This is an optimization exercise on Yosys and OpenROAD, whose aim is small area, not a production implementation. RTL that was checked went through simulation tests only; none was proved equivalent to the original. The RTL of run 2 was laid out without a check of its function. The clock input has no modelled driver; a real chip could not lean on it and would need a root buffer or a full tree. Power and IR drop assume default switching activity.

### design/flow/flow/run.sh
#!/bin/bash
# Layout flow: the standard synthesis for reference, then the same synthesis with the
# combinational modules fsm_wrdec and fsm_rdmux mapped by hand to cells (flow/gen_cells.py),
# without ORFS's adder cells and with Yosys's default ABC script (flow/my_synth.tcl);
# if both give the same flip-flops the mapped netlist is laid out, else the standard one.
# The layout is ORFS's, with buf_1 port buffers and a clock tree without dummy loads.
set -euo pipefail
W=$PWD
R=$W/orfs/results/$FLOW_PLATFORM/fsm/base
export BUFFER_PORTS_ARGS="-buffer_cell sky130_fd_sc_hd__buf_1"
export CTS_ARGS="-sink_clustering_enable -repair_clock_nets -sink_clustering_size 30 -sink_clustering_max_diameter 100 -buf_list sky130_fd_sc_hd__clkbuf_16 -dont_use_dummy_load"

bash standard.sh synth > std_synth.log 2>&1
cp $R/1_2_yosys.v std_1_2_yosys.v

python3 flow/gen_cells.py cells.v > gen.log 2>&1
python3 flow/swap.py design.v cells.v design_mapped.v >> gen.log 2>&1
sed -e "s#WORK_HOME=[^ ]*#WORK_HOME=$W/orfs_map VERILOG_FILES=$W/design_mapped.v#" \
    -e "s#SYNTH_SCRIPT=[^ ]*#SYNTH_SCRIPT=$W/flow/my_synth.tcl ADDER_MAP_FILE=#" standard.sh > mapped.sh
bash mapped.sh synth > map_synth.log 2>&1
M=$W/orfs_map/results/$FLOW_PLATFORM/fsm/base
if python3 flow/regs.py std_1_2_yosys.v $M/1_2_yosys.v mapped_1_2_yosys.v > regs.log 2>&1; then
  echo "using the mapped netlist" >> regs.log
  cp mapped_1_2_yosys.v $R/1_2_yosys.v
  rm -f $R/1_synth.odb
else
  echo "flip-flops differ: using the standard netlist" >> regs.log
fi
bash standard.sh > layout.log 2>&1
### design/flow/flow/gen_cells.py
#!/usr/bin/env python3
"""Writes modules fsm_wrdec and fsm_rdmux of rtl/fsm.v built from sky130_fd_sc_hd cells
to argv[1]. Both are combinational; fsm_rdmux's structure is described in rdmux()."""
import sys

P = "sky130_fd_sc_hd__"
out = []
w = out.append
cnt = [0]
PINS2 = [("A1", "A2"), ("B1", "B2"), ("C1", "C2")]


def g(cell, y, ins, yname="Y"):
    """Instance of cell with inputs ins (list of (pin, net)) driving net y."""
    cnt[0] += 1
    pins = ins + [(yname, y)]
    w(f"  {P}{cell} u{cnt[0]} ({', '.join(f'.{k}({v})' for k, v in pins)});")
    return y


def wire(*names):
    w(f"  wire {', '.join(names)};")


def inv(y, a):
    return g("inv_1", y, [("A", a)])


def nand2(y, a, b):
    return g("nand2_1", y, [("A", a), ("B", b)])


def nor2(y, a, b):
    return g("nor2_1", y, [("A", a), ("B", b)])


def nand3(y, a, b, c):
    return g("nand3_1", y, [("A", a), ("B", b), ("C", c)])


def nor3(y, a, b, c):
    return g("nor3_1", y, [("A", a), ("B", b), ("C", c)])


def and2(y, a, b):
    return g("and2_1", y, [("A", a), ("B", b)], "X")


def aoi(y, pairs):
    """y = NOT OR of (a AND b) over 2 or 3 pairs."""
    ins = []
    for (a, b), (p, q) in zip(pairs, PINS2):
        ins += [(p, a), (q, b)]
    return g("a222oi_1" if len(pairs) == 3 else "a22oi_1", y, ins)


def a22o(y, pairs):
    ins = []
    for (a, b), (p, q) in zip(pairs, PINS2):
        ins += [(p, a), (q, b)]
    return g("a22o_1", y, ins, "X")


def sel4(y, pre, sel, data):
    """y = OR over k < 4 of sel[k] AND data[k]."""
    wire(f"{pre}_a", f"{pre}_b")
    aoi(f"{pre}_a", list(zip(sel[:2], data[:2])))
    aoi(f"{pre}_b", list(zip(sel[2:], data[2:])))
    return nand2(y, f"{pre}_a", f"{pre}_b")


def decode(pre, bits, nbits, polarity):
    """One-hot lines pre[k] = (bits == k); active-high if polarity else active-low.
    bits and nbits: the bits and their complements, LSB first."""
    n = len(bits)
    lines = []
    for k in range(1 << n):
        y = f"{pre}{k}"
        wire(y)
        # active-high: NOR of the literals that must be 0; active-low: NAND of the true literals
        if polarity:
            lits = [nbits[i] if (k >> i) & 1 else bits[i] for i in range(n)]
            (nor2 if n == 2 else nor3)(y, *lits)
        else:
            lits = [bits[i] if (k >> i) & 1 else nbits[i] for i in range(n)]
            (nand2 if n == 2 else nand3)(y, *lits)
        lines.append(y)
    return lines


def inverted(pre, nets):
    res = []
    for i, a in enumerate(nets):
        y = f"{pre}{i}"
        wire(y)
        res.append(inv(y, a))
    return res


def wrdec():
    w("module fsm_wrdec(wr_ptr, wn, s_data, we, wd);")
    w("  input [6:0] wr_ptr;")
    w("  input [2:0] wn;")
    w("  input [15:0] s_data;")
    w("  output [127:0] we;")
    w("  output [15:0] wd;")
    p = [f"wr_ptr[{i}]" for i in range(7)]
    np_ = inverted("np", p)
    o = decode("o", p[0:2], np_[0:2], True)         # wr_ptr[1:0] == k
    lo = decode("l", p[2:4], np_[2:4], True)        # wr_ptr[3:2] == l
    hi = decode("h", p[4:7], np_[4:7], True)        # wr_ptr[6:4] == h
    hin = decode("hn", p[4:7], np_[4:7], False)     # active-low
    # e[k]: a bank k nibbles past the write pointer is written (wn > k)
    wire("e0", "e1", "e2")
    g("or3_1", "e0", [("A", "wn[0]"), ("B", "wn[1]"), ("C", "wn[2]")], "X")
    g("or2_1", "e1", [("A", "wn[1]"), ("B", "wn[2]")], "X")
    g("a21o_1", "e2", [("A1", "wn[1]"), ("A2", "wn[0]"), ("B1", "wn[2]")], "X")
    e = ["e0", "e1", "e2", "wn[2]"]
    # bank b holds nibble (b - wr_ptr[1:0]) mod 4 of s_data
    for b in range(4):
        for j in range(4):
            sel4(f"wd[{b*4+j}]", f"d{b}_{j}", o,
                 [f"s_data[{4*((b - k) % 4) + j}]" for k in range(4)])
    ben = []
    for b in range(4):
        wire(f"ben{b}")
        ben.append(sel4(f"ben{b}", f"be{b}", o, [e[(b - k) % 4] for k in range(4)]))
    # inc[b]: bank b's row is one past wr_ptr[6:2] (b < wr_ptr[1:0])
    wire("inc0", "inc2n")
    nand2("inc0", np_[0], np_[1])
    inc = ["inc0", p[1], o[3]]
    incn = [o[0], np_[1], nand2("inc2n", p[0], p[1])]
    for b in range(3):
        wire(f"bi0_{b}", f"bi1_{b}", f"pp{b}", f"qq{b}")
        and2(f"bi0_{b}", ben[b], incn[b])           # written, row = wr_ptr[6:2]
        and2(f"bi1_{b}", ben[b], inc[b])            # written, row = wr_ptr[6:2] + 1
        and2(f"pp{b}", f"bi0_{b}", lo[0])           # row bits 1:0 = 0, no carry
        and2(f"qq{b}", f"bi1_{b}", lo[3])           # row bits 1:0 = 0, carry into 4:2
        for h in range(8):
            a22o(f"we[{b*32+4*h}]", [(f"pp{b}", hi[h]), (f"qq{b}", hi[(h - 1) % 8])])
        for l in range(1, 4):
            wire(f"lan{b}_{l}")
            aoi(f"lan{b}_{l}", [(f"bi0_{b}", lo[l]), (f"bi1_{b}", lo[l - 1])])
            for h in range(8):
                nor2(f"we[{b*32+4*h+l}]", f"lan{b}_{l}", hin[h])
    for l in range(4):
        wire(f"lan3_{l}")
        nand2(f"lan3_{l}", ben[3], lo[l])
        for h in range(8):
            nor2(f"we[{96+4*h+l}]", f"lan3_{l}", hin[h])
    w("endmodule")


def rdmux():
    """Bank b reads row R + inc[b] (R = rd_ptr[6:2]). Per bank, bit and row bits 1:0 = l,
    an AND-OR over the 8 rows 4h+l under one-hot lines of the row's bits 4:2 (with the
    carry from bits 1:0 only for l = 0), then a one-hot 4:1 over l, then the rotation that
    puts bank (rd_ptr + i) mod 4 on output nibble i."""
    w("module fsm_rdmux(mem, rd_ptr, n);")
    w("  input [511:0] mem;")
    w("  input [6:0] rd_ptr;")
    w("  output [15:0] n;")
    p = [f"rd_ptr[{i}]" for i in range(7)]
    np_ = inverted("np", p)
    o = decode("o", p[0:2], np_[0:2], True)
    lo = decode("l", p[2:4], np_[2:4], True)
    hi = decode("h", p[4:7], np_[4:7], True)
    wire("inc0", "inc2n")
    nand2("inc0", np_[0], np_[1])
    inc = ["inc0", p[1], o[3]]
    incn = [o[0], np_[1], nand2("inc2n", p[0], p[1])]
    hb0, la = [], []
    for b in range(3):
        wire(f"c{b}", f"cn{b}")
        and2(f"c{b}", inc[b], lo[3])
        nand2(f"cn{b}", inc[b], lo[3])
        lines = []
        for h in range(8):
            y = f"hz{b}_{h}"
            wire(y)
            lines.append(a22o(y, [(f"cn{b}", hi[h]), (f"c{b}", hi[(h - 1) % 8])]))
        hb0.append(lines)
        lines = []
        for l in range(4):
            y = f"la{b}_{l}"
            wire(y)
            lines.append(a22o(y, [(incn[b], lo[l]), (inc[b], lo[(l - 1) % 4])]))
        la.append(lines)
    hb0.append(hi)
    la.append(lo)
    wire("rq[15:0]")
    for b in range(4):
        for j in range(4):
            ys = []
            for l in range(4):
                pre = f"m{b}_{j}_{l}"
                hb = hb0[b] if l == 0 else hi
                pairs = [(hb[h], f"mem[{(b*32 + 4*h + l)*4 + j}]") for h in range(8)]
                wire(f"{pre}_z0", f"{pre}_z1", f"{pre}_z2", f"{pre}_y")
                aoi(f"{pre}_z0", pairs[0:3])
                aoi(f"{pre}_z1", pairs[3:6])
                aoi(f"{pre}_z2", pairs[6:8])
                ys.append(nand3(f"{pre}_y", f"{pre}_z0", f"{pre}_z1", f"{pre}_z2"))
            sel4(f"rq[{b*4+j}]", f"q{b}_{j}", la[b], ys)
    for i in range(4):
        for j in range(4):
            sel4(f"n[{i*4+j}]", f"r{i}_{j}", [o[(b - i) % 4] for b in range(4)],
                 [f"rq[{b*4+j}]" for b in range(4)])
    w("endmodule")


wrdec()
cnt[0] = 0
rdmux()
open(sys.argv[1], "w").write("\n".join(out) + "\n")
### design/flow/flow/my_synth.tcl
# synth_recipe.tcl (the standard synthesis script) with Yosys's default ABC script in place of
# ORFS's speed script; registers are made exactly as in the standard synthesis.
proc synth {args} { yosys synth -nofsm -noshare {*}$args }
proc abc {args} {
  set out {}
  set skip 0
  foreach a $args {
    if {$skip} { set skip 0; continue }
    if {$a eq "-script"} { set skip 1; continue }
    lappend out $a
  }
  yosys abc {*}$out
}
source $::env(SCRIPTS_DIR)/synth.tcl
# left out here: clear keep_hierarchy, flatten, clean up, hide names made inside functions, write 1_2_yosys.v
### design/flow/flow/regs.py
#!/usr/bin/env python3
"""regs.py STD MAPPED OUT: if netlist MAPPED has the same flip-flops as STD (same register
names, up to the Yosys cell-type suffix after '$', and the same cells), write MAPPED to OUT
with its flip-flop instances renamed to STD's names and exit 0; else exit 1."""
import re
import sys

PAT = re.compile(r"^(\s*)(sky130_fd_sc_hd__(?:s?e?df|dl[xr]|s?dlclkp)\w*)(\s+)(\S+)(\s*\()", re.M)


def regs(text):
    d = {}
    for _, cell, _, name, _ in PAT.findall(text):
        base = name.split("$")[0]
        if base in d:
            sys.exit(f"regs.py: register {base} twice")
        d[base] = (name, cell)
    return d


std_text, map_text = open(sys.argv[1]).read(), open(sys.argv[2]).read()
a, b = regs(std_text), regs(map_text)
print(f"regs.py: {len(a)} and {len(b)} flip-flops")
if not a or a.keys() != b.keys() or any(a[k][1] != b[k][1] for k in a):
    sys.exit(1)
renamed = PAT.sub(lambda m: m.group(1) + m.group(2) + m.group(3) + a[m.group(4).split("$")[0]][0]
                  + m.group(5), map_text)
if regs(renamed) != a:
    sys.exit(1)
open(sys.argv[3], "w").write(renamed)
### design/flow/flow/swap.py
#!/usr/bin/env python3
"""swap.py DESIGN CELLS OUT: copy DESIGN with each module that CELLS defines replaced by
CELLS's version."""
import re
import sys

design, cells = open(sys.argv[1]).read(), open(sys.argv[2]).read()
for name in re.findall(r"^\s*module\s+(\w+)", cells, re.M):
    m = re.search(r"^\s*module\s+" + name + r"\b.*?^\s*endmodule\b", design, re.S | re.M)
    if not m:
        sys.exit(f"swap.py: module {name} not found")
    design = design[:m.start()] + design[m.end():]
open(sys.argv[3], "w").write(design + "\n" + cells)
### design/flow/standard.sh
#!/bin/bash
# synth_recipe.tcl (not shown) runs the flow's synth.tcl, then flattens the netlist and writes it again
# the make line also repeats each setting of config.mk as NAME=value (left out here)
make -C /OpenROAD-flow-scripts/flow DESIGN_CONFIG=/design/flow/config.mk WORK_HOME=/design/flow/orfs CLKGATE_MAP_FILE= SYNTH_SCRIPT=/design/flow/synth_recipe.tcl "${@:-finish}"
### design/flow/config.mk
export PLATFORM = sky130hd
export DESIGN_NAME = fsm
export DESIGN_NICKNAME = fsm
export VERILOG_FILES = /design/flow/design.v
export SDC_FILE = /design/flow/constraint.sdc
export NUM_CORES = 8
export LEC_CHECK = 0
export CAP_MARGIN = 10
export CORE_MARGIN = 2
export CORE_UTILIZATION = 60
export SLEW_MARGIN = 10
### design/flow/constraint.sdc
create_clock -name core_clock -period 6.0 [get_ports {clk}]
set_input_delay 1.2000 -clock core_clock [delete_from_list [all_inputs] [get_ports {clk}]]
set_output_delay 1.2000 -clock core_clock [all_outputs]
set_load 0.01 [all_outputs]
### design/flow/design.v
module fsm_wrdec(
input  [6:0]   wr_ptr,
input  [2:0]   wn,      
input  [15:0]  s_data,
output [127:0] we,      
output [15:0]  wd       
    );
    genvar b, r;
    generate
      for (b = 0; b < 4; b = b + 1) begin : g_b
        localparam [1:0] B = b;
        wire [1:0] off = B - wr_ptr[1:0];           
        wire       ben = {1'b0, off} < wn;
        wire [4:0] row = wr_ptr[6:2] + {4'd0, (B < wr_ptr[1:0])};
        assign wd[b*4 +: 4] = s_data[{off, 2'b00} +: 4];
        for (r = 0; r < 32; r = r + 1) begin : g_r
          assign we[b*32+r] = ben && row == r;
        end
      end
    endgenerate
endmodule
module fsm_rdmux(
input  [511:0] mem,     
input  [6:0]   rd_ptr,
output [15:0]  n
    );
    genvar i;
    generate
      for (i = 0; i < 4; i = i + 1) begin : g_n
        wire [6:0] e = rd_ptr + i;
        assign n[i*4 +: 4] = mem[{e[1:0], e[6:2], 2'b00} +: 4];
      end
    endgenerate
endmodule
module fsm(
input clk,
input arst,
input [15:0]s_data,
input s_valid,
input s_last,
output s_ready,
input [7:0]s_keep,
output reg [15:0] m_data,
output m_valid,
output reg m_last,
input  m_ready,
output [7:0]m_keep,
input rd_en,
input [11:0]block_len,
output reg last
    );
    assign s_ready = m_ready;
    reg        rst_q;         
    reg  [2:0] wn;            
    reg  [6:0] wr_ptr;
    reg  [6:0] temp;          
    reg  [6:0] rd_ptr;
    reg  [7:0] cnt;           
    reg  [2:0] kq;            
    reg  [511:0] mem;         
    always @(posedge clk) rst_q <= ~arst;
    always @(posedge clk)
      if (rst_q) wn <= 3'd0;
      else if (s_valid & m_ready & (s_keep[7:5] == 3'd0) & (s_keep[1:0] == 2'd0) &
               ~(s_keep[4] & |s_keep[3:2]))
        wn <= s_keep[4:2];
    always @(posedge clk)
      wr_ptr <= (wn == 3'd0) ? 7'd0 : wr_ptr + {4'd0, wn};
    wire [127:0] we;
    wire [15:0]  wd;
    fsm_wrdec u_wr (.wr_ptr(wr_ptr), .wn(wn), .s_data(s_data), .we(we), .wd(wd));
    genvar b, r;
    generate
      for (b = 0; b < 4; b = b + 1) begin : g_wb
        for (r = 0; r < 32; r = r + 1) begin : g_r
          always @(posedge clk)
            if (we[b*32+r]) mem[(b*32+r)*4 +: 4] <= wd[b*4 +: 4];
        end
      end
    endgenerate
    wire [15:0] nx;
    fsm_rdmux u_rd (.mem(mem), .rd_ptr(rd_ptr), .n(nx));
    wire [3:0] n0 = nx[3:0], n1 = nx[7:4], n2 = nx[11:8], n3 = nx[15:12];
    wire [7:0] diff = {1'b0, temp} - {1'b0, rd_ptr};
    wire pe   = diff[7:2] == 6'd0;                  
    wire [8:0] cdf = {1'b0, block_len[11:4]} - {1'b0, cnt};
    wire hieq = cdf == 9'd0;
    wire blk  = hieq & (block_len[1:0] == 2'd0) & (block_len[3:2] != 2'd0);
    wire lt   = (~cdf[8] & ~hieq) | (hieq & (block_len[3:0] != 4'd0));
    wire go   = rd_en & m_ready;
    wire adv  = go & (pe | blk | lt);
    wire [1:0] k  = pe ? diff[1:0] : blk ? block_len[3:2] : 2'd0;
    wire [2:0] nk = {k == 2'd0, k};
    always @(posedge clk) begin
      if (s_last) temp <= wr_ptr;
      if (adv & pe & (diff[1:0] != 2'd0)) temp <= 7'd0;
    end
    always @(posedge clk) begin
      if (adv) begin
        rd_ptr <= rd_ptr + {5'd0, k} + {4'd0, k == 2'd0, 2'd0};
        cnt    <= (pe | blk) ? 8'd0 : cnt + 8'd1;
      end else if (~arst) begin
        rd_ptr <= 7'd0;
        cnt    <= 8'd0;
      end
    end
    always @(posedge clk) begin
      if (~go) begin
        m_data <= 16'd0;
        kq     <= 3'd0;
        m_last <= 1'b0;
        last   <= 1'b0;
      end else if (adv) begin
        m_data <= {(k == 2'd0) ? n3 : 4'd0,
                   (k == 2'd0 || k == 2'd3) ? n2 : 4'd0,
                   (k != 2'd1) ? n1 : 4'd0,
                   n0};
        kq     <= nk;
        m_last <= pe;
        if (~pe) last <= blk;
      end
    end
    assign m_keep  = {3'd0, kq, 2'd0};
    assign m_valid = |kq;
endmodule
==> impl_metrics.toml, run 1 <==
[power]
switching_share_pct = 22.97
fin_total_pwr_mw = 6.742
p_leak_nw = 7.476
peakVddDrop_v = 0.0002511
p_switching_mw = 1.548
power_frac_comb_pct = 9.7
pwr-share-seq_pct = 64.6
pwr-share-clk_pct = 25.7
internal_power_mw = 5.193
p_per_area_nw_per_um2 = 281.0

[timing]
clock_skew_ps = 46.79
fin_crit_ps = 4277
timing.fmax_mhz = 233.8
rsz0062_at_grt = "false"
tns_ps = 0
finalHoldViolations = 0
relSlewSlack_pct = 16.88
finalCritPeriodShare_pct = 71.29
finalMaxSlewViolations = 0
setup_viol = 0
hold_slack_ps = 467.5
tightest_slew_ps = 1243

[worst_setup_path]
critPathMaxFanout = 9
slowest_stage = "nor2_1"
arrival_ps = 4720
critPathMostFrequentCell = "nand2_1"
max_stage_delay_ps = 880
cp-start-kind = "flop"
reg2reg_depth = 12
critPathKind = "flop to flop"
crit_chain = "inv_1, nor2_1, buf_4, nand2_1, a22o_1, a222oi_1, nand3_1, a22oi_1, nand2_1, a22oi_1, nand2_1, a22o_1"
cp.required_ps = 6440
endpoint_kind = "flop"

[place]
globalplace.congestion = 0.8465
portBuffers = 64
hpwl_um = 35770

[floorplan]
core_sq_um = 36700
rows = 70
die_area_sq_um = 38870
die_y_um = 197.2
die_width_um = 197.2
pin_count = 70
start_util_pct = 61.01

[route]
drt_iter0_markers = 1773
dr.pass1.iters = 12
antenna_left = 0
routed_via_density = 7.072
wl_um = 56560
vias = 14285
routedWlPerCell_um = 28.00
drc = 0

[clock_network]
post_cts_buffers = 0
clockBufferDepth = 3
clk_pin_slew_ps = 110
cts_max_level = 1
clkLatencyLatePin_ps = 580
hold_buffers = 0
clock-root-buffer = "clkbuf_16"
cts_tree = "built"
cts_resized = 0
cts.sinks = 566
numCtsBuffers = 22

[finish]
num-fill-cells = 2691
seq_area_sq_um = 16610
fin_nets = 1596
drive_gt1_share_pct = 4.961
antenna_cells = 0
area_growth_pct = 7.148
multiInputGateArea_sq_um = 5672

[status]
status = "finished clean"

[global_routing]
grt_pass1_wl_um = 84170
antenna_found_initial = 0
grtUsageTotal_pct = 29.16
grt_max_degree = 59
overflow = 0
grt_pass1_vias = 13701

[synth]
yosysWarnings = 1
syn_area_sq_um = 22390
syn_inst = 1441
synth.avg_cell_area_sq_um = 15.54

[flow_run]
drv_cap = 0

[worst_hold_path]
hp-class = "flop to flop"
hold_path_depth = 1
-- layer usage --
layer  global-route usage, %  vias up  part of all wire, %
li1                        -     6301                    -
met1                   42.22     7244                   41
met2                   47.14      653                   48
met3                   3.807       87                  8.5
met4                   8.438        0                  2.9
met5                       0        -                    0
-- metrics by stage --
stage	cells	util (%)	instance area, sq um	setup WS [ps]
6_report	2020	65.37	23990	1723
3_3_place_gp	1997	63.83	23420	1680
2_1_floorplan	1445	-	22400	1246
4_1_cts	2019	65.33	23970	1930
3_5_place_dp	1997	63.83	23420	1580
5_1_grt	2020	65.37	23990	1627
-- critical path, delay by kind of cell, from the launching register on --
kind | cells | cell delay [ps]
AOI/OAI and AO/OA | 5 | 1540
DFF | 1 | 600
and+or+nand+nor | 5 | 1590
buffers and inverters | 2 | 450
-- area by class of cell --
| class | instances | area share, % |
|---|---|---|
| multi-input combinational | 845 | 23.64 |
| sequential | 566 | 69.23 |
| inverter | 23 | 0.3599 |
| tap | 468 | 2.441 |
| timing repair buffer | 96 | 2.034 |
| clock buffer | 22 | 2.295 |
-- power by group through the flow --
| stage | clock, mW | sequential [mW] | combinational [mW] |
|---|---|---|---|
| 6_report | 1.73 | 4.36 | 0.654 |
| 5_1_grt | 1.88 | 4.36 | 0.705 |
| 4_1_cts | 1.76 | 4.36 | 0.643 |
| 3_5_place_dp | 0 | 4.44 | 0.642 |
| 3_3_place_gp | 0 | 4.44 | 0.628 |
| 2_1_floorplan | 0 | 4.44 | 0.402 |
-- registers in the layout (all words and copies together) (netlist names) --
name,cells
cnt,8
kq,3
last,1
m_data,16
m_last,1
mem,512
rd_ptr,7
rst_q,1
temp,7
wn,3
wr_ptr,7
-- worst paths after layout --
check / end / slack (ps) / start
setup / recovery: m_data[0] / 1720 / rd_ptr[3]
hold / removal: wn[2] / 470 / rst_q
setup reg to reg: m_data[0] / 1720 / rd_ptr[3]
hold reg to reg: wn[2] / 470 / rst_q
-- cells in the final DEF (no fill, tap or decap), types with 18 or more instances in the layout --
cell type	n
dfxtp_1	39
a22o_1	74
edfxtp_1	527
a222oi_1	128
a21oi_1	18
a22oi_1	177
inv_1	23
nor2_1	149
nand2_1	73
nand3_1	79
buf_1	64
buf_4	31
clkbuf_16	22
==> inputs of run 2 (changes only) <==
--- a/design/flow/design.v
+++ b/design/flow/design.v
@@ -23,5 +23,5 @@
 input  [511:0] mem,     
 input  [6:0]   rd_ptr,
-output [15:0]  n
+output [15:0]  nn       
     );
     genvar i;
@@ -29,5 +29,5 @@
       for (i = 0; i < 4; i = i + 1) begin : g_n
         wire [6:0] e = rd_ptr + i;
-        assign n[i*4 +: 4] = mem[{e[1:0], e[6:2], 2'b00} +: 4];
+        assign nn[i*4 +: 4] = ~mem[{e[1:0], e[6:2], 2'b00} +: 4];
       end
     endgenerate
@@ -79,6 +79,7 @@
       end
     endgenerate
-    wire [15:0] nx;
-    fsm_rdmux u_rd (.mem(mem), .rd_ptr(rd_ptr), .n(nx));
+    wire [15:0] nxn;
+    fsm_rdmux u_rd (.mem(mem), .rd_ptr(rd_ptr), .nn(nxn));
+    wire [15:0] nx = ~nxn;
     wire [3:0] n0 = nx[3:0], n1 = nx[7:4], n2 = nx[11:8], n3 = nx[15:12];
     wire [7:0] diff = {1'b0, temp} - {1'b0, rd_ptr};
--- a/design/flow/flow/gen_cells.py
+++ b/design/flow/flow/gen_cells.py
@@ -152,23 +152,39 @@
 
 
+def a31oi(y, a1, a2, a3, b1):
+    return g("a31oi_1", y, [("A1", a1), ("A2", a2), ("A3", a3), ("B1", b1)])
+
+
+def nor4(y, a, b, c, d):
+    return g("nor4_1", y, [("A", a), ("B", b), ("C", c), ("D", d)])
+
+
+def o22ai(y, a1, a2, b1, b2):
+    return g("o22ai_1", y, [("A1", a1), ("A2", a2), ("B1", b1), ("B2", b2)])
+
+
 def rdmux():
-    """Bank b reads row R + inc[b] (R = rd_ptr[6:2]). Per bank, bit and row bits 1:0 = l,
+    """Bank b reads row R + inc[b] (R = rd_ptr[6:2]). Per bank, bit and row bits 1:0 = l:
     an AND-OR over the 8 rows 4h+l under one-hot lines of the row's bits 4:2 (with the
-    carry from bits 1:0 only for l = 0), then a one-hot 4:1 over l, then the rotation that
-    puts bank (rd_ptr + i) mod 4 on output nibble i."""
-    w("module fsm_rdmux(mem, rd_ptr, n);")
+    carry from bits 1:0 only for l = 0) gives three active-low partials, which an a31oi
+    combines with the active-low line of l; a nor4 over l gives the bank's bit inverted.
+    Then the rotation that puts bank (rd_ptr + i) mod 4 on output nibble i (inverted)."""
+    w("module fsm_rdmux(mem, rd_ptr, nn);")
     w("  input [511:0] mem;")
     w("  input [6:0] rd_ptr;")
-    w("  output [15:0] n;")
+    w("  output [15:0] nn;")
     p = [f"rd_ptr[{i}]" for i in range(7)]
     np_ = inverted("np", p)
-    o = decode("o", p[0:2], np_[0:2], True)
-    lo = decode("l", p[2:4], np_[2:4], True)
-    hi = decode("h", p[4:7], np_[4:7], True)
-    wire("inc0", "inc2n")
+    on = decode("on", p[0:2], np_[0:2], False)      # rd_ptr[1:0] == k, active-low
+    lo = decode("l", p[2:4], np_[2:4], True)        # rd_ptr[3:2] == l
+    lon = decode("ln", p[2:4], np_[2:4], False)
+    hi = decode("h", p[4:7], np_[4:7], True)        # rd_ptr[6:4] == h
+    wire("inc0", "inc2", "o0", "inc2n")
     nand2("inc0", np_[0], np_[1])
-    inc = ["inc0", p[1], o[3]]
-    incn = [o[0], np_[1], nand2("inc2n", p[0], p[1])]
-    hb0, la = [], []
+    nor2("inc2", np_[0], np_[1])
+    nor2("o0", p[0], p[1])
+    inc = ["inc0", p[1], "inc2"]
+    incn = ["o0", np_[1], nand2("inc2n", p[0], p[1])]
+    hb0, lan = [], []
     for b in range(3):
         wire(f"c{b}", f"cn{b}")
@@ -183,28 +199,34 @@
         lines = []
         for l in range(4):
-            y = f"la{b}_{l}"
+            y = f"lan{b}_{l}"
             wire(y)
-            lines.append(a22o(y, [(incn[b], lo[l]), (inc[b], lo[(l - 1) % 4])]))
-        la.append(lines)
+            lines.append(aoi(y, [(incn[b], lo[l]), (inc[b], lo[(l - 1) % 4])]))
+        lan.append(lines)
     hb0.append(hi)
-    la.append(lo)
-    wire("rq[15:0]")
+    lan.append(lon)
+    rqn = {}
     for b in range(4):
         for j in range(4):
-            ys = []
+            ts = []
             for l in range(4):
                 pre = f"m{b}_{j}_{l}"
                 hb = hb0[b] if l == 0 else hi
                 pairs = [(hb[h], f"mem[{(b*32 + 4*h + l)*4 + j}]") for h in range(8)]
-                wire(f"{pre}_z0", f"{pre}_z1", f"{pre}_z2", f"{pre}_y")
+                wire(f"{pre}_z0", f"{pre}_z1", f"{pre}_z2", f"{pre}_t")
                 aoi(f"{pre}_z0", pairs[0:3])
                 aoi(f"{pre}_z1", pairs[3:6])
                 aoi(f"{pre}_z2", pairs[6:8])
-                ys.append(nand3(f"{pre}_y", f"{pre}_z0", f"{pre}_z1", f"{pre}_z2"))
-            sel4(f"rq[{b*4+j}]", f"q{b}_{j}", la[b], ys)
+                ts.append(a31oi(f"{pre}_t", f"{pre}_z0", f"{pre}_z1", f"{pre}_z2", lan[b][l]))
+            y = f"rqn{b}_{j}"
+            wire(y)
+            rqn[b, j] = nor4(y, *ts)
     for i in range(4):
         for j in range(4):
-            sel4(f"n[{i*4+j}]", f"r{i}_{j}", [o[(b - i) % 4] for b in range(4)],
-                 [f"rq[{b*4+j}]" for b in range(4)])
+            pre = f"r{i}_{j}"
+            wire(f"{pre}_a", f"{pre}_b")
+            s = [on[(b - i) % 4] for b in range(4)]
+            o22ai(f"{pre}_a", s[0], rqn[0, j], s[1], rqn[1, j])
+            o22ai(f"{pre}_b", s[2], rqn[2, j], s[3], rqn[3, j])
+            nor2(f"nn[{i*4+j}]", f"{pre}_a", f"{pre}_b")
     w("endmodule")
 
==> impl_metrics.toml, run 2 <==
[clock_network]
cts_tree = "built"
numCtsBuffers = 22
cts_max_level = 1
hold_buffers = 0
clk_pin_slew_ps = 110
post_cts_buffers = 0
clkLatencyLatePin_ps = 560
cts_resized = 0
clock-root-buffer = "clkbuf_16"
cts.sinks = 566
clockBufferDepth = 3

[floorplan]
start_util_pct = 60.80
rows = 70
die_width_um = 196.6
die_y_um = 196.6
die_area_sq_um = 38650
core_sq_um = 36610
pin_count = 70

[timing]
fin_crit_ps = 4259
hold_slack_ps = 443.9
finalMaxSlewViolations = 0
clock_skew_ps = 18.85
finalHoldViolations = 0
rsz0062_at_grt = "false"
finalCritPeriodShare_pct = 70.98
setup_viol = 0
tns_ps = 0
timing.fmax_mhz = 234.8
tightest_slew_ps = 1155
relSlewSlack_pct = 22.81

[finish]
antenna_cells = 0
mostFrequentLayoutCell = "edfxtp_1"
fin_nets = 1601
area_growth_pct = 7.521
layout_common_cells = "edfxtp_1 (527), nor2_1 (160), a222oi_1 (128)"
largest_register_ffs = 512
top_register = "mem"
drive_gt1_share_pct = 5.395
reg.largest.list = "mem (512), m_data (16), cnt (8)"

[worst_setup_path]
cp.required_ps = 6210
critPathMaxFanout = 16
critPathKind = "flop to flop"
cp.depth = 10
regToRegSetupSlack_ps = 1740
reg2reg_depth = 10
crit_chain = "xnor2_1, a21oi_2, o21a_1, xnor2_1, or4_1, or3_1, nand3_1, o21bai_1, nand3_1, nand2_1"
path_delay_family = "simple AND/OR/NAND/NOR gates"
arrival_ps = 4470
cp-start-kind = "flop"
slowest_stage = "nand2_1"
max_stage_delay_ps = 680
crit_buf_inv = 0
endpoint_kind = "flop"

[route]
antenna_left = 0
wl_um = 56420
routed_via_density = 7.114
drt_iter0_markers = 2134
drc = 0
dr.pass1.iters = 12
vias = 14406
routedWlPerCell_um = 27.86

[flow_run]
drv_cap = 0

[place]
portBuffers = 64
hpwl_um = 36260
globalplace.congestion = 0.8777

[global_routing]
grt_pass1_wl_um = 82650
grt_max_degree = 59
overflow = 0
grtUsageTotal_pct = 28.90
antenna_found_initial = 0
grt_pass1_vias = 13524

[power]
peakVddDrop_v = 0.0002355
p_per_area_nw_per_um2 = 277.3
p_leak_nw = 7.133

[status]
status = "finished clean"

[worst_hold_path]
hp-class = "flop to flop"
hold_path_depth = 1

[synth]
yosysWarnings = 1
syn_inst = 1437
synth.avg_cell_area_sq_um = 15.49
syn_area_sq_um = 22260
==> run 2: worst register-to-register path, stage by stage, from the launching register on <==
cell	delay [ps]
edfxtp_1	630
xnor2_1	420
a21oi_2	130
o21a_1	210
xnor2_1	110
or4_1	420
or3_1	500
nand3_1	170
o21bai_1	170
nand3_1	460
nand2_1	680
==> run 2: stage by stage <==
step / power (mW) / instance area (sq um) / setup WS (ps) / util, % / instances
finish: 6.637 / 23930 / 1741 / 65.37 / 2025
global placement: 4.972 / 23380 / 1283 / 63.86 / 2003
floorplan: 4.754 / 22270 / 1099 / - / 1441
global route: 6.835 / 23930 / 1307 / 65.37 / 2025
CTS: 6.656 / 23930 / 1748 / 65.36 / 2025
detailed placement: 4.979 / 23380 / 1142 / 63.86 / 2003
==> run 2: where the power goes <==
part | total [mW] | leakage (nW) | switching [mW] | internal, mW
sequential | 4.34 | 5.07 | 0.0216 | 4.32
clock | 1.73 | 0.271 | 1.07 | 0.664
combinational | 0.558 | 1.79 | 0.382 | 0.176
total | 6.64 | 7.13 | 1.47 | 5.16
==> run 2: per-layer routing <==
metal	share of wire (%)	track usage (%)	vias up	wire length, um
met5	0	0	-	0
li1	-	-	6312	-
met3	11	4.569	84	6007
met2	46	45.32	803	25790
met4	2.8	7.491	0	1577
met1	41	43.06	7207	23050
==> run 2: final cells by class <==
| class | instances | area (sq um) |
|---|---|---|
| clock buffers | 22 | 550.5 |
| fillers | 2658 | 12680 |
| inverters | 27 | 101.3 |
| multi-input cells | 836 | 5533 |
| flip-flops and latches | 566 | 16610 |
| well taps | 468 | 585.6 |
| repair buffers | 106 | 555.5 |
==> run 2: worst paths after layout <==
check / end / start
max: cnt[2] / rd_ptr[1]
min: wn[2] / rst_q
max reg2reg: cnt[2] / rd_ptr[1]
min reg2reg: wn[2] / rst_q
==> inputs of run 3 (changes only) <==
--- a/design/flow/design.v
+++ b/design/flow/design.v
@@ -83,6 +83,10 @@
     wire [15:0] nx = ~nxn;
     wire [3:0] n0 = nx[3:0], n1 = nx[7:4], n2 = nx[11:8], n3 = nx[15:12];
-    wire [7:0] diff = {1'b0, temp} - {1'b0, rd_ptr};
-    wire pe   = diff[7:2] == 6'd0;                  
+    wire eqh  = temp[6:2] == rd_ptr[6:2];
+    wire nxh  = {1'b0, temp[6:2]} == {1'b0, rd_ptr[6:2]} + 6'd1;
+    wire lge  = temp[1:0] >= rd_ptr[1:0];
+    wire pe   = (eqh & lge) | (nxh & ~lge);
+    wire [1:0] dlo = temp[1:0] - rd_ptr[1:0];
+    wire [7:0] diff = {6'd0, dlo};
     wire [8:0] cdf = {1'b0, block_len[11:4]} - {1'b0, cnt};
     wire hieq = cdf == 9'd0;
==> impl_metrics.toml, run 3 <==
[floorplan]
start_util_pct = 60.85
core_sq_um = 36520
die_area_sq_um = 38590
pin_count = 70
rows = 70
die_width_um = 196.5
die_y_um = 196.5

[finish]
area_growth_pct = 7.460
antenna_cells = 0
layout_common_cells = "edfxtp_1 (527), nor2_1 (163), a222oi_1 (128)"
mostFrequentLayoutCell = "edfxtp_1"
drive_gt1_share_pct = 5.029
reg.largest.list = "mem (512), m_data (16), cnt (8)"
fin_nets = 1595
fin_cells = 2019
post-route-util_pct = 65.39
largest_register_ffs = 512
top_register = "mem"

[synth]
synth.avg_cell_area_sq_um = 15.45
syn_area_sq_um = 22220
syn_inst = 1438
yosysWarnings = 1

[worst_hold_path]
hp-class = "flop to flop"

[global_routing]
use_met1_pct = 45.70
grt_pass1_vias = 13503
antenna_found_initial = 0
top_usage_layer = "met2"
use_met2_pct = 46.19
grt_max_degree = 59
grtUsageTotal_pct = 29.72
grt_pass1_wl_um = 85170
grtUsageMet3_pct = 3.901
overflow = 0

[power]
pwr-share-seq_pct = 64.7
p_leak_nw = 7.071
p_per_area_nw_per_um2 = 281.9
fin_total_pwr_mw = 6.732
pwr-share-clk_pct = 26.1
p_switching_mw = 1.552
peakVddDrop_v = 0.0002729
internal_power_mw = 5.179
switching_share_pct = 23.06
power_frac_comb_pct = 9.2

[place]
hpwl_um = 36810
globalplace.congestion = 0.9094
placed_cells = 1996
portBuffers = 64

[timing]
fin_crit_ps = 4650
finalHoldViolations = 0
finalCritPeriodShare_pct = 77.51
tightest_slew_ps = 1261
tns_ps = 0
hold_slack_ps = 455.2
setup_viol = 0
relSlewSlack_pct = 15.19
finalMaxSlewViolations = 0
rsz0062_at_grt = "false"
clock_skew_ps = 25.84
timing.fmax_mhz = 215.0

[clock_network]
numCtsBuffers = 22
clockBufferDepth = 3
clk_pin_slew_ps = 110
clkLatencyLatePin_ps = 570
cts_resized = 0
clock-root-buffer = "clkbuf_16"
hold_buffers = 0
cts.sinks = 566
cts_tree = "built"
post_cts_buffers = 0
cts_max_level = 1

[status]
status = "finished clean"

[worst_setup_path]
arrival_ps = 5100
critPathMaxFanout = 14
cp-start-kind = "flop"
cp.required_ps = 6450
critPathKind = "flop to flop"
endpoint_kind = "flop"

[route]
wl_um = 57800
antenna_left = 0
routed_via_density = 7.224
vias = 14586
dr.pass1.iters = 11
drc = 0
drt_iter0_markers = 2199
routedWlPerCell_um = 28.63

[flow_run]
drv_cap = 0
[run 3: metrics by stage]
step / cell area [sq um] / setup slack (ps)
floorplan: 22240 / 1114
global placement: 23300 / 1538
detailed placement: 23310 / 1456
CTS: 23860 / 1439
global route: 23880 / 1200
finish: 23880 / 1350
[run 3: path summary, 6_finish.rpt]
kind	start	end	slack, ps	cells past startpoint
max reg2reg	rd_ptr[2]	m_data[5]	1350	12
max	rd_ptr[2]	m_data[5]	1350	12
min reg2reg	rst_q	wn[2]	460	1
min	rst_q	wn[2]	460	1
[run 3: power by group through the flow]
stage               Combinational (mW)  Sequential, mW  Clock (mW)
floorplan                        0.367            4.44           0
CTS                              0.608            4.35        1.78
global route                     0.661            4.36        1.90
global placement                 0.594            4.44           0
detailed placement               0.605            4.44           0
finish                           0.619            4.35        1.76
[run 3: layout make-up]
| class | instances | area, sq um |
|---|---|---|
| clock buffer | 22 | 550.5 |
| multi-input combinational | 840 | 5538 |
| sequential | 566 | 16610 |
| timing repair buffer | 99 | 510.5 |
| tap | 468 | 585.6 |
| fill | 2630 | 12640 |
| inverter | 24 | 90.09 |
[run 3: metal layers]
metal  wire length, um  share of wire (%)  up-vias
li1                  -                  -     6309
met5                 0                  0        -
met2             26230                 45      848
met3              6074                 11       67
met4              1287                2.2        0
met1             24200                 42     7362
[run 3: critical path: stages (launching register included)]
cell,delay (ps)
edfxtp_1,630
inv_1,160
nor2_1,620
nand2_1,370
a22o_1,350
a222oi_1,400
a31oi_1,220
nor4_1,1090
o22ai_1,180
nor2_1,250
nor2_1,100
nand3_1,120
nand2_1,60
==> inputs of run 4 (changes only) <==
--- a/design/flow/flow/gen_cells.py
+++ b/design/flow/flow/gen_cells.py
@@ -62,10 +62,10 @@
 
 
-def sel4(y, pre, sel, data):
+def sel4(y, pre, sel, data, last="nand2_1"):
     """y = OR over k < 4 of sel[k] AND data[k]."""
     wire(f"{pre}_a", f"{pre}_b")
     aoi(f"{pre}_a", list(zip(sel[:2], data[:2])))
     aoi(f"{pre}_b", list(zip(sel[2:], data[2:])))
-    return nand2(y, f"{pre}_a", f"{pre}_b")
+    return g(last, y, [("A", f"{pre}_a"), ("B", f"{pre}_b")])
 
 
@@ -89,4 +89,19 @@
 
 
+def inv2(y, a):
+    """Strong inverter (inv_2 is as small as inv_1) for lines with many loads."""
+    return g("inv_2", y, [("A", a)])
+
+
+def strong(pre, lines):
+    """Strong complements of lines."""
+    res = []
+    for k, a in enumerate(lines):
+        y = f"{pre}{k}"
+        wire(y)
+        res.append(inv2(y, a))
+    return res
+
+
 def inverted(pre, nets):
     res = []
@@ -107,8 +122,8 @@
     p = [f"wr_ptr[{i}]" for i in range(7)]
     np_ = inverted("np", p)
-    o = decode("o", p[0:2], np_[0:2], True)         # wr_ptr[1:0] == k
+    o = strong("o", decode("on", p[0:2], np_[0:2], False))   # wr_ptr[1:0] == k
     lo = decode("l", p[2:4], np_[2:4], True)        # wr_ptr[3:2] == l
     hi = decode("h", p[4:7], np_[4:7], True)        # wr_ptr[6:4] == h
-    hin = decode("hn", p[4:7], np_[4:7], False)     # active-low
+    hin = strong("hn", hi)                          # active-low
     # e[k]: a bank k nibbles past the write pointer is written (wn > k)
     wire("e0", "e1", "e2")
@@ -121,5 +136,5 @@
         for j in range(4):
             sel4(f"wd[{b*4+j}]", f"d{b}_{j}", o,
-                 [f"s_data[{4*((b - k) % 4) + j}]" for k in range(4)])
+                 [f"s_data[{4*((b - k) % 4) + j}]" for k in range(4)], "nand2_2")
     ben = []
     for b in range(4):
@@ -157,5 +172,5 @@
 
 def nor4(y, a, b, c, d):
-    return g("nor4_1", y, [("A", a), ("B", b), ("C", c), ("D", d)])
+    return g("nor4_2", y, [("A", a), ("B", b), ("C", c), ("D", d)])
 
 
@@ -179,5 +194,5 @@
     lo = decode("l", p[2:4], np_[2:4], True)        # rd_ptr[3:2] == l
     lon = decode("ln", p[2:4], np_[2:4], False)
-    hi = decode("h", p[4:7], np_[4:7], True)        # rd_ptr[6:4] == h
+    hi = strong("h", decode("hn", p[4:7], np_[4:7], False))  # rd_ptr[6:4] == h
     wire("inc0", "inc2", "o0", "inc2n")
     nand2("inc0", np_[0], np_[1])
==> impl_metrics.toml, run 4 <==
[worst_hold_path]
hold_path_depth = 1
worstHoldStart = "rst_q"
hp-class = "flop to flop"
hold_path_end = "wn[1]"

[timing]
timing.fmax_mhz = 236.4
setup_viol = 0
hold_slack_ps = 454.2
fin_crit_ps = 4230
finalMaxSlewViolations = 0
tightest_slew_ps = 1007
relSlewSlack_pct = 32.86
finalCritPeriodShare_pct = 70.50
tns_ps = 0
clock_skew_ps = 14.60
finalHoldViolations = 0
rsz0062_at_grt = "false"
setup_slack_ps = 1770

[clock_network]
cts_tree = "built"
cts.sinks = 566
numCtsBuffers = 22
cts_resized = 0
clockBufferDepth = 3
clkLatencyLatePin_ps = 560
hold_buffers = 0
clock-root-buffer = "clkbuf_16"
post_cts_buffers = 0
cts_max_level = 1
clk_pin_slew_ps = 110

[power]
p_leak_nw = 7.039
fin_total_pwr_mw = 6.687
peakVddDrop_v = 0.0002715
p_per_area_nw_per_um2 = 281.1

[worst_setup_path]
slowest_stage = "nor2_1"
critPathMaxFanout = 14
endpoint_kind = "flop"
path_delay_family = "simple AND/OR/NAND/NOR gates"
cp.required_ps = 6460
critPathKind = "flop to flop"
cp-start-kind = "flop"
arrival_ps = 4690
reg2reg_to = "m_data[5]"
crit_chain = "inv_1, nor2_1, nand2_1, a22o_1, a222oi_1, a31oi_1, nor4_2, o22ai_1, nor2_1, nor2_1, nand3_1, nand2_1"
reg2reg_depth = 12
regToRegSetupSlack_ps = 1770
max_stage_delay_ps = 780
r2r_start = "rd_ptr[2]"
critPathMostFrequentCell = "nor2_1"
crit_buf_inv = 1

[global_routing]
grt_max_degree = 51
grt_pass1_vias = 13342
grt_pass1_wl_um = 81940
grtUsageTotal_pct = 28.34
antenna_found_initial = 0
overflow = 0

[floorplan]
die_area_sq_um = 38890
rows = 70
pin_count = 70
die_y_um = 197.2
start_util_pct = 61.03
core_sq_um = 36700
die_width_um = 197.2

[route]
dr.pass1.iters = 12
routedWlPerCell_um = 27.59
drt_iter0_markers = 2019
vias = 14211
routed_via_density = 7.088
antenna_left = 0
drc = 0
wl_um = 55320

[finish]
area_growth_pct = 6.217
multiInputGateArea_sq_um = 5575
reg.largest.list = "mem (512), m_data (16), cnt (8)"
fin_cells = 2005
layout_common_cells = "edfxtp_1 (527), nor2_1 (158), a222oi_1 (128)"
drive_gt1_share_pct = 6.051
antenna_cells = 0
top_register = "mem"
mostFrequentLayoutCell = "edfxtp_1"
seq_area_sq_um = 16610
largest_register_ffs = 512
fin_nets = 1581
num-fill-cells = 2626

[place]
portBuffers = 64
hpwl_um = 35640
placed_cells = 1983
globalplace.congestion = 0.9060
place_ws_ps = 1896

[status]
status = "finished clean"

[flow_run]
drv_cap = 0

[synth]
yosysWarnings = 1
syn_area_sq_um = 22400
synth.avg_cell_area_sq_um = 15.45
syn_inst = 1450
-- run 4: cell types whose count changed in the layout (fill, tap and decap cells not counted), sizes merged --
cell / delta
nor2: -4
nand2: +4
buf: -26
inv: +20
nor3: -8
-- run 4: area by class of cell --
type	instances	area share (%)
clock buffers	22	2.314
inverters	44	0.6942
multi-input cells	832	23.44
flip-flops and latches	566	69.80
well taps	468	2.461
repair buffers	73	1.294
-- run 4: power by group --
group	internal, mW	switching [mW]	leakage [nW]
clock network	0.663	1.06	0.271
registers	4.33	0.0271	5.07
logic	0.187	0.423	1.70
total	5.18	1.51	7.04
-- run 4: how the worst max path moves through the flow --
stage | from | endpoint | slack, ps | depth (start not counted)
global placement | block_len[5] | cnt[2] | 1990 | 11
finish | rd_ptr[2] | m_data[5] | 1770 | 12
global route | rd_ptr[2] | m_data[4] | 1630 | 10
CTS | rd_ptr[2] | m_data[5] | 1920 | 12
detailed placement | block_len[5] | m_data[0] | 1900 | 12
floorplan | block_len[5] | rd_ptr[5] | 2430 | 12
-- run 4: per-stage QoR --
stage               cell area (sq um)  utilization, %
floorplan                       22410               -
CTS                             23790           64.82
global placement                23240           63.32
detailed placement              23240           63.32
global route                    23790           64.83
finish                          23790           64.83
-- run 4: worst reg2reg max path, delay by kind of cell, from the launching register on --
family / cells / cell delay (ps)
buffers and inverters: 1 / 170
and+or+nand+nor: 7 / 2240
DFF: 1 / 680
AOI/OAI and AO/OA: 4 / 1040
-- run 4: per-layer routing --
metal / wire length [um] / global-route usage, % / up-vias / part of all wire (%)
li1: - / - / 6267 / -
met4: 1251 / 6.572 / 0 / 2.3
met2: 25300 / 44.51 / 775 / 46
met5: 0 / 0 / - / 0
met3: 5455 / 3.859 / 62 / 9.9
met1: 23320 / 42.83 / 7107 / 42
==> inputs of run 5 (changes only) <==
--- a/design/flow/flow/gen_cells.py
+++ b/design/flow/flow/gen_cells.py
@@ -172,5 +172,5 @@
 
 def nor4(y, a, b, c, d):
-    return g("nor4_2", y, [("A", a), ("B", b), ("C", c), ("D", d)])
+    return g("nor4_1", y, [("A", a), ("B", b), ("C", c), ("D", d)])
 
 
--- a/design/flow/config.mk
+++ b/design/flow/config.mk
@@ -6,5 +6,5 @@
 export NUM_CORES = 8
 export LEC_CHECK = 0
-export CAP_MARGIN = 10
+export CAP_MARGIN = 20
 export CORE_MARGIN = 2
 export CORE_UTILIZATION = 60
==> impl_metrics.toml, run 5 <==
[worst_setup_path]
path_delay_family = "simple AND/OR/NAND/NOR gates"
slowest_stage = "nor4_1"
arrival_ps = 4520
critPathMaxFanout = 14
endpoint_kind = "flop"
critPathKind = "flop to flop"
critPathMostFrequentCell = "nor2_1"
reg2reg_depth = 12
cp.required_ps = 6480
crit_chain = "inv_1, nor2_1, nand2_1, a22o_1, a222oi_1, a31oi_1, nor4_1, o22ai_1, nor2_1, nor2_1, nand3_1, nand2_1"
crit_buf_inv = 1
regToRegSetupSlack_ps = 1960
reg2reg_to = "m_data[5]"
max_stage_delay_ps = 880
cp-start-kind = "flop"
r2r_start = "rd_ptr[2]"

[timing]
clock_skew_ps = 26.29
setup_viol = 0
tightest_slew_ps = 1093
relSlewSlack_pct = 26.44
tns_ps = 0
finalMaxSlewViolations = 0
fin_crit_ps = 4042
rsz0062_at_grt = "false"
finalCritPeriodShare_pct = 67.37
finalHoldViolations = 0
timing.fmax_mhz = 247.4

[power]
p_leak_nw = 7.054
peakVddDrop_v = 0.0003277
p_per_area_nw_per_um2 = 282.8

[finish]
fin_cells = 2014
area_growth_pct = 6.526
layout_common_cells = "edfxtp_1 (527), nor2_1 (159), a222oi_1 (128)"
mostFrequentLayoutCell = "edfxtp_1"
top_register = "mem"
drive_gt1_share_pct = 5.566
reg.largest.list = "mem (512), m_data (16), cnt (8)"
largest_register_ffs = 512
fin_nets = 1589

[global_routing]
antenna_found_initial = 0
top_usage_layer = "met2"
grt_pass1_vias = 13498
use_met2_pct = 48.00
grtUsageTotal_pct = 29.95
grtUsageMet3_pct = 4.620
grt_max_degree = 43
overflow = 0
grt_pass1_wl_um = 85100
use_met1_pct = 42.88

[clock_network]
cts_max_level = 1
clockBufferDepth = 3
clkLatencyLatePin_ps = 580
cts.sinks = 566
clock-root-buffer = "clkbuf_16"
cts_tree = "built"
clk_pin_slew_ps = 110
cts_resized = 0
post_cts_buffers = 0
numCtsBuffers = 22
hold_buffers = 0

[synth]
yosysWarnings = 1
syn_inst = 1450
synth.avg_cell_area_sq_um = 15.38
syn_area_sq_um = 22300

[floorplan]
pin_count = 70
die_area_sq_um = 38720
die_y_um = 196.8
rows = 70
start_util_pct = 60.91
die_width_um = 196.8
core_sq_um = 36610

[worst_hold_path]
worstHoldStart = "m_data[5]"
hp-class = "flop to flop"
hold_path_end = "m_data[5]"
hold_path_depth = 2

[route]
drt_iter0_markers = 2193
routed_via_density = 7.130
antenna_left = 0
wl_um = 58130
dr.pass1.iters = 11
drc = 0
routedWlPerCell_um = 28.86
vias = 14359

[flow_run]
drv_cap = 0

[place]
placed_cells = 1990
globalplace.congestion = 0.9144
hpwl_um = 37450
portBuffers = 64

[status]
status = "finished clean"
-- run 5: changes by cell type in the layout (fill, tap and decap cells not counted) --
| cell | before | now |
|---|---|---|
| clkbuf_2 | 0 | 1 |
| buf_4 | 9 | 13 |
| diode_2 | 0 | 1 |
| nor2_1 | 158 | 159 |
| nor2_2 | 1 | 0 |
| nor4_2 | 16 | 2 |
| buf_2 | 0 | 3 |
| nor4_1 | 1 | 15 |
-- run 5: report_power, final --
part	internal [mW]	switching, mW	total, mW
logic	0.187	0.433	0.620
registers	4.33	0.0258	4.35
clock network	0.664	1.08	1.75
-- run 5: worst max path at each step --
stage	startpoint	to	slack, ps	cells after the start
6_report	rd_ptr[2]	m_data[5]	1960	12
5_1_grt	rd_ptr[2]	m_data[5]	1800	12
4_1_cts	rd_ptr[2]	m_data[0]	2080	10
3_5_place_dp	block_len[5]	cnt[4]	2060	12
3_3_place_gp	rd_ptr[2]	m_data[5]	1860	12
2_1_floorplan	block_len[5]	rd_ptr[5]	2430	12
-- run 5: area by class of cell --
| cell class | instances | area, sq um |
|---|---|---|
| Sequential cell | 566 | 16610 |
| Fill cell | 2667 | 12860 |
| Multi-Input combinational cell | 832 | 5485 |
| Tap cell | 468 | 585.6 |
| Clock buffer | 22 | 550.5 |
| Timing Repair Buffer | 81 | 357.8 |
| Inverter | 44 | 165.2 |
| Antenna cell | 1 | 2.502 |
-- run 5: layer usage --
metal  routed length (um)  up-vias
met5                    0        -
met4                 2095        0
met3                 5244      111
met2                27060      797
met1                23730     7173
li1                     -     6278
-- run 5: metrics by stage --
| step | instance area (sq um) | hold slack [ps] | total power, mW | setup slack (ps) | util (%) |
|---|---|---|---|---|---|
| after global routing | 23750 | 472.3 | 6.897 | 1803 | 64.87 |
| after detailed placement | 23190 | 435.4 | 5.048 | 2064 | 63.36 |
| after CTS | 23750 | 458.2 | 6.734 | 2085 | 64.86 |
| after floorplan | 22310 | 413.9 | 4.797 | 2433 | - |
| after global placement | 23170 | 433.6 | 5.031 | 1857 | 63.28 |
| final | 23750 | 457.6 | 6.718 | 1958 | 64.88 |
-- run 5: worst reg2reg max path: cells and delay by family (launching register included) --
family	cells	cell delay [ps]
flops	1	630
simple gates	7	2180
compound gates	4	990
buf+inv	1	160
==> inputs of run 6 (changes only) <==
--- a/design/flow/flow/gen_cells.py
+++ b/design/flow/flow/gen_cells.py
@@ -203,12 +203,11 @@
     hb0, lan = [], []
     for b in range(3):
-        wire(f"c{b}", f"cn{b}")
-        and2(f"c{b}", inc[b], lo[3])
-        nand2(f"cn{b}", inc[b], lo[3])
+        # the l = 0 rows are read only when row bits 1:0 of R + inc[b] are 0, and then
+        # bits 4:2 carry exactly when inc[b]
         lines = []
         for h in range(8):
             y = f"hz{b}_{h}"
             wire(y)
-            lines.append(a22o(y, [(f"cn{b}", hi[h]), (f"c{b}", hi[(h - 1) % 8])]))
+            lines.append(a22o(y, [(incn[b], hi[h]), (inc[b], hi[(h - 1) % 8])]))
         hb0.append(lines)
         lines = []
==> design/flow/flow/my_synth.tcl (replaced) <==
# synth_recipe.tcl (the standard synthesis script) with an area-oriented ABC script (deep
# AIG synthesis, then area mapping) in place of ORFS's speed script; registers are made
# exactly as in the standard synthesis.
proc synth {args} { yosys synth -nofsm -noshare {*}$args }
proc abc {args} {
  set out {}
  set skip 0
  foreach a $args {
    if {$skip} { set skip 0; continue }
    if {$a eq "-script"} { set skip 1; continue }
    lappend out $a
  }
  lappend out -script "+strash;&get,-n;&deepsyn,-J,50,-S,1;&put;&get,-n;&dch,-f;&nf,-a,-R,1000;&put"
  yosys abc {*}$out
}
source $::env(SCRIPTS_DIR)/synth.tcl
# left out here: clear keep_hierarchy, flatten, clean up, hide names made inside functions, write 1_2_yosys.v
==> impl_metrics.toml, run 6 <==
[global_routing]
grtUsageMet3_pct = 4.642
grt_max_degree = 36
use_met2_pct = 42.24
grt_pass1_wl_um = 82300
antenna_found_initial = 1
grt_pass1_vias = 13083
use_met1_pct = 45.51
top_usage_layer = "met1"
grtUsageTotal_pct = 28.85
overflow = 0

[floorplan]
core_sq_um = 36430
die_area_sq_um = 38380
die_width_um = 195.9
start_util_pct = 60.64
rows = 70
die_y_um = 195.9
pin_count = 70

[worst_setup_path]
cp-start-kind = "flop"
critPathKind = "flop to flop"
cp.required_ps = 6440
endpoint_kind = "flop"
critPathMaxFanout = 20
crit_buf_inv = 1
path_delay_family = "simple AND/OR/NAND/NOR gates"
max_stage_delay_ps = 950
arrival_ps = 4690
slowest_stage = "nor4_1"
crit_chain = "inv_1, nand2_1, a22o_1, a222oi_1, a31oi_1, nor4_1, o22ai_1, nor2_1, o21ai_0"

[finish]
mostFrequentLayoutCell = "edfxtp_1"
area_growth_pct = 6.660
layout_common_cells = "edfxtp_1 (527), nor2_1 (160), a222oi_1 (129)"
reg.largest.list = "mem (512), m_data (16), cnt (8)"
largest_register_ffs = 512
antenna_cells = 0
fin_nets = 1567
post-route-util_pct = 64.68
drive_gt1_share_pct = 4.924
design_area_sq_um = 23570
top_register = "mem"
fin_cells = 1991

[route]
drc = 0
drt_iter0_markers = 2319
vias = 14259
antenna_left = 0
routed_via_density = 7.162
wl_um = 55990
routedWlPerCell_um = 28.12
dr.pass1.iters = 13

[synth]
synth.avg_cell_area_sq_um = 15.54
yosysWarnings = 1
syn_area_sq_um = 22090
syn_inst = 1422

[power]
p_per_area_nw_per_um2 = 283.6
fin_total_pwr_mw = 6.683
p_leak_nw = 6.973
peakVddDrop_v = 0.0002931

[clock_network]
cts_tree = "built"
clockBufferDepth = 3
cts_resized = 0
cts.sinks = 566
numCtsBuffers = 22
clock-root-buffer = "clkbuf_16"
clkLatencyLatePin_ps = 570
clk_pin_slew_ps = 120
cts_max_level = 1
post_cts_buffers = 0
hold_buffers = 0

[timing]
hold_slack_ps = 459.9
finalHoldViolations = 0
timing.fmax_mhz = 235.4
finalCritPeriodShare_pct = 70.79
setup_slack_ps = 1752
finalMaxSlewViolations = 0
rsz0062_at_grt = "false"
tns_ps = 0
clock_skew_ps = 26.81
tightest_slew_ps = 1301
setup_viol = 0
relSlewSlack_pct = 12.48
fin_crit_ps = 4248

[place]
globalplace.congestion = 0.8649
portBuffers = 64
placed_cells = 1968
place_ws_ps = 1662
place_area_sq_um = 23010
hpwl_um = 35490

[flow_run]
drv_cap = 0

[status]
status = "finished clean"

[worst_hold_path]
hp-class = "flop to flop"
[run 6: cell types whose count changed in the layout (fill, tap and decap cells not counted), sizes merged, moves of 6 or more]
cell	delta
clkinv	+12
a22o	+10
inv	-10
mux2i	-10
a21oi	-6
[run 6: cell type report]
class | count | area [sq um]
Inverter | 46 | 172.7
Fill cell | 2711 | 12870
Timing Repair Buffer | 81 | 365.4
Sequential cell | 566 | 16610
Clock buffer | 22 | 550.5
Tap cell | 468 | 585.6
Multi-Input combinational cell | 808 | 5286
[run 6: worst min-delay path: stages (launching register included)]
cell and delay (ps):
dfxtp_1 330, nand2_1 50, nand2_1 40
[run 6: power by group]
group	leakage [nW]	internal (mW)	switching [mW]	total, mW
logic	1.63	0.178	0.420	0.598
registers	5.07	4.33	0.0283	4.35
clock network	0.271	0.663	1.07	1.73
total	6.97	5.17	1.52	6.68
[run 6: worst paths after layout]
kind	from	to	slack, ps	cells after the start
setup / recovery	rd_ptr[1]	m_data[4]	1750	9
hold / removal	m_last	m_last	460	2
setup reg to reg	rd_ptr[1]	m_data[4]	1750	9
hold reg to reg	m_last	m_last	460	2
[run 6: layer usage]
metal | routed length [um] | up-vias | share of wire (%)
met5 | 0 | - | 0
met4 | 1477 | 0 | 2.6
met3 | 6908 | 75 | 12
met2 | 24410 | 892 | 44
met1 | 23190 | 7075 | 41
li1 | - | 6217 | -
==> inputs of run 7 (changes only) <==
--- a/design/flow/flow/run.sh
+++ b/design/flow/flow/run.sh
@@ -4,5 +4,6 @@
 # without ORFS's adder cells and with Yosys's default ABC script (flow/my_synth.tcl);
 # if both give the same flip-flops the mapped netlist is laid out, else the standard one.
-# The layout is ORFS's, with buf_1 port buffers and a clock tree without dummy loads.
+# The layout is ORFS's, with buf_1 port buffers and a clock tree without dummy loads, whose
+# middle level of buffers flow/clk.tcl removes after CTS.
 set -euo pipefail
 W=$PWD
@@ -27,3 +28,5 @@
   echo "flip-flops differ: using the standard netlist" >> regs.log
 fi
+bash standard.sh cts > layout_cts.log 2>&1
+CLK_ODB_IN=$R/4_cts.odb CLK_ODB_OUT=$R/4_cts.odb CLK_PORT=clk openroad -no_init -exit flow/clk.tcl > clk.log 2>&1
 bash standard.sh > layout.log 2>&1
==> design/flow/flow/clk.tcl (new file) <==
# Flatten the clock tree by one level: buffers that the root clock buffer drives and that drive
# only clock buffers are removed, and their loads are connected to the root buffer's output.
read_db $::env(CLK_ODB_IN)
set block [ord::get_db_block]
proc is_clkbuf {inst} { string match "sky130_fd_sc_hd__clkbuf_*" [[$inst getMaster] getName] }
set clk_net [[$block findBTerm $::env(CLK_PORT)] getNet]
set roots {}
foreach it [$clk_net getITerms] { lappend roots [$it getInst] }
if {[llength $roots] == 1 && [is_clkbuf [lindex $roots 0]]} {
  set root [lindex $roots 0]
  set rnet [[$root findITerm X] getNet]
  set mids {}
  foreach it [$rnet getITerms] {
    set inst [$it getInst]
    if {$inst == $root || ![is_clkbuf $inst]} { continue }
    set onet [[$inst findITerm X] getNet]
    set ok 1
    foreach l [$onet getITerms] {
      if {[$l getInst] != $inst && ![is_clkbuf [$l getInst]]} { set ok 0 }
    }
    if {$ok} { lappend mids $inst }
  }
  foreach inst $mids {
    set onet [[$inst findITerm X] getNet]
    set loads {}
    foreach l [$onet getITerms] { if {[$l getInst] != $inst} { lappend loads $l } }
    foreach l $loads { $l disconnect; $l connect $rnet }
    puts "removed clock buffer [$inst getName] ([llength $loads] loads moved)"
    [$inst findITerm A] disconnect
    [$inst findITerm X] disconnect
    odb::dbInst_destroy $inst
    odb::dbNet_destroy $onet
  }
}
write_db $::env(CLK_ODB_OUT)
==> impl_metrics.toml, run 7 <==
[finish]
num-fill-cells = 2716
layout_common_cells = "edfxtp_1 (527), nor2_1 (160), a222oi_1 (129)"
largest_register_ffs = 512
fin_nets = 1566
antenna_cells = 0
fin_cells = 1990
multiInputGateArea_sq_um = 5286
drive_gt1_share_pct = 4.862
reg.largest.list = "mem (512), m_data (16), cnt (8)"
top_register = "mem"
area_growth_pct = 6.456
seq_area_sq_um = 16610
mostFrequentLayoutCell = "edfxtp_1"

[global_routing]
grt_pass1_vias = 13025
antenna_found_initial = 0
overflow = 0
grtUsageTotal_pct = 29.61
grt_max_degree = 36
grt_pass1_wl_um = 82170

[clock_network]
clkLatencyLatePin_ps = 570
clk_pin_slew_ps = 120
hold_buffers = 0
cts.sinks = 566
post_cts_buffers = 0
cts_resized = 0

[worst_setup_path]
critPathMaxFanout = 20
critPathKind = "flop to flop"
reg2reg_depth = 9
crit_path_start = "rd_ptr[1]"
cp.required_ps = 6450
arrival_ps = 4720
endpoint_kind = "flop"
reg2reg_to = "m_data[4]"
r2r_start = "rd_ptr[1]"
regToRegSetupSlack_ps = 1720
cp-start-kind = "flop"

[place]
hpwl_um = 35490
placed_cells = 1968
portBuffers = 64
globalplace.congestion = 0.8649

[worst_hold_path]
hp-class = "flop to flop"
hold_path_end = "m_last"
hold_path_depth = 2
worstHoldStart = "m_last"

[timing]
relSlewSlack_pct = 16.86
tns_ps = 0
fin_crit_ps = 4278
clock_skew_ps = 27.23
tightest_slew_ps = 1236
rsz0062_at_grt = "false"
finalMaxSlewViolations = 0
timing.fmax_mhz = 233.8
finalHoldViolations = 0
setup_viol = 0
finalCritPeriodShare_pct = 71.30

[status]
status = "finished clean"

[synth]
syn_inst = 1422
synth.avg_cell_area_sq_um = 15.54
yosysWarnings = 1
syn_area_sq_um = 22090

[route]
dr.pass1.iters = 12
wl_um = 55940
drc = 0
vias = 14199
routed_via_density = 7.135
routedWlPerCell_um = 28.11
antenna_left = 0
drt_iter0_markers = 2340

[power]
fin_total_pwr_mw = 6.601
switching_share_pct = 22.74
p_switching_mw = 1.501
peakVddDrop_v = 0.0002908
power_frac_comb_pct = 9.1
p_per_area_nw_per_um2 = 280.6
internal_power_mw = 5.099
p_leak_nw = 6.952
pwr-share-clk_pct = 25.0
pwr-share-seq_pct = 66.0

[floorplan]
start_util_pct = 60.64
core_sq_um = 36430
rows = 70
die_width_um = 195.9
die_y_um = 195.9
die_area_sq_um = 38380
pin_count = 70

[flow_run]
drv_cap = 0
==> run 7: power by group through the flow <==
stage	Clock, mW	Sequential [mW]	Combinational [mW]
2_1_floorplan	0	4.44	0.346
3_3_place_gp	0	4.44	0.568
3_5_place_dp	0	4.44	0.581
4_1_cts	1.78	4.35	0.582
5_1_grt	1.80	4.36	0.637
6_report	1.65	4.35	0.598
==> run 7: final cells by class <==
| class | instances | share of cell area (%) |
|---|---|---|
| clock buffers | 20 | 2.128 |
| flip-flops and latches | 566 | 70.60 |
| multi-input cells | 808 | 22.47 |
| repair buffers | 82 | 1.575 |
| well taps | 468 | 2.489 |
| inverters | 46 | 0.7341 |
==> run 7: metrics by stage <==
stage | hold WS [ps] | area (sq um) | utilization [%] | worst slack (ps)
6_report | 460.2 | 23520 | 64.56 | 1722
5_1_grt | 494.9 | 23520 | 64.56 | 1569
4_1_cts | 457.0 | 23560 | 64.67 | 1944
3_5_place_dp | 441.1 | 23010 | 63.16 | 1662
3_3_place_gp | 429.3 | 23000 | 63.14 | 1845
2_1_floorplan | 458.7 | 22110 | - | 2212
==> run 7: critical path, cell delays in order, from the launching register on <==
cell and delay, ps:
edfxtp_1 730, inv_1 560, nand2_1 400, a22o_1 330, a222oi_1 440, a31oi_1 200, nor4_1 970, o22ai_1 150
nor2_1 240, o21ai_0 120
==> run 7: per-layer routing <==
| metal | wire length (um) | up-vias | GRT usage, % |
|---|---|---|---|
| met4 | 1173 | 0 | 9.624 |
| li1 | - | 6216 | - |
| met5 | 0 | - | 0 |
| met3 | 6204 | 67 | 5.690 |
| met1 | 23860 | 7057 | 45.52 |
| met2 | 24710 | 859 | 43.18 |
==> run 7: worst max path at each step <==
stage | endpoint
after floorplan | rd_ptr[6]
after global placement | rd_ptr[6]
after detailed placement | rd_ptr[6]
after CTS | rd_ptr[6]
after global routing | m_data[6]
final | m_data[4]

[port drivers added, routing unchanged]
The results above use ideal ports. As a check the final layouts listed here were re-extracted and re-timed, cells and wires unchanged. Step 1: set_driving_cell puts a clkbuf_16 on clk and a buf_2 on each other input, an assumption about the parent block. Step 2 adds t to the input delays and takes it off the output delays; t is the mean of the earliest and latest rising clock arrival at the registers after step 1. Input paths then give back, and output paths get back, about the clock's delay inside the block. a / b / c = ideal ports / drivers / drivers and shift; a / b = the first two.
run | t (ns) | setup slack, ns | worst hold slack (ns)
run 1 | 0.615 | 1.723 / 1.723 / 1.486 | 0.468 / 0.468 / 0.468
run 2 | 0.603 | 1.741 / 1.741 / 1.178 | 0.444 / 0.444 / 0.444
run 3 | 0.611 | 1.350 / 1.350 / 1.350 | 0.455 / 0.455 / 0.455
run 4 | 0.607 | 1.770 / 1.770 / 1.770 | 0.454 / 0.454 / 0.454
run 5 | 0.617 | 1.958 / 1.958 / 1.958 | 0.458 / 0.458 / 0.458
run 6 | 0.613 | 1.752 / 1.752 / 1.693 | 0.460 / 0.460 / 0.460
run 7 | 0.608 | 1.722 / 1.722 / 1.687 | 0.460 / 0.460 / 0.460
After both steps setup and hold are still met in every run listed. The setup slack of run 2, which loses most, moves by 0.000 ns with the drivers and by -0.563 ns with both steps.
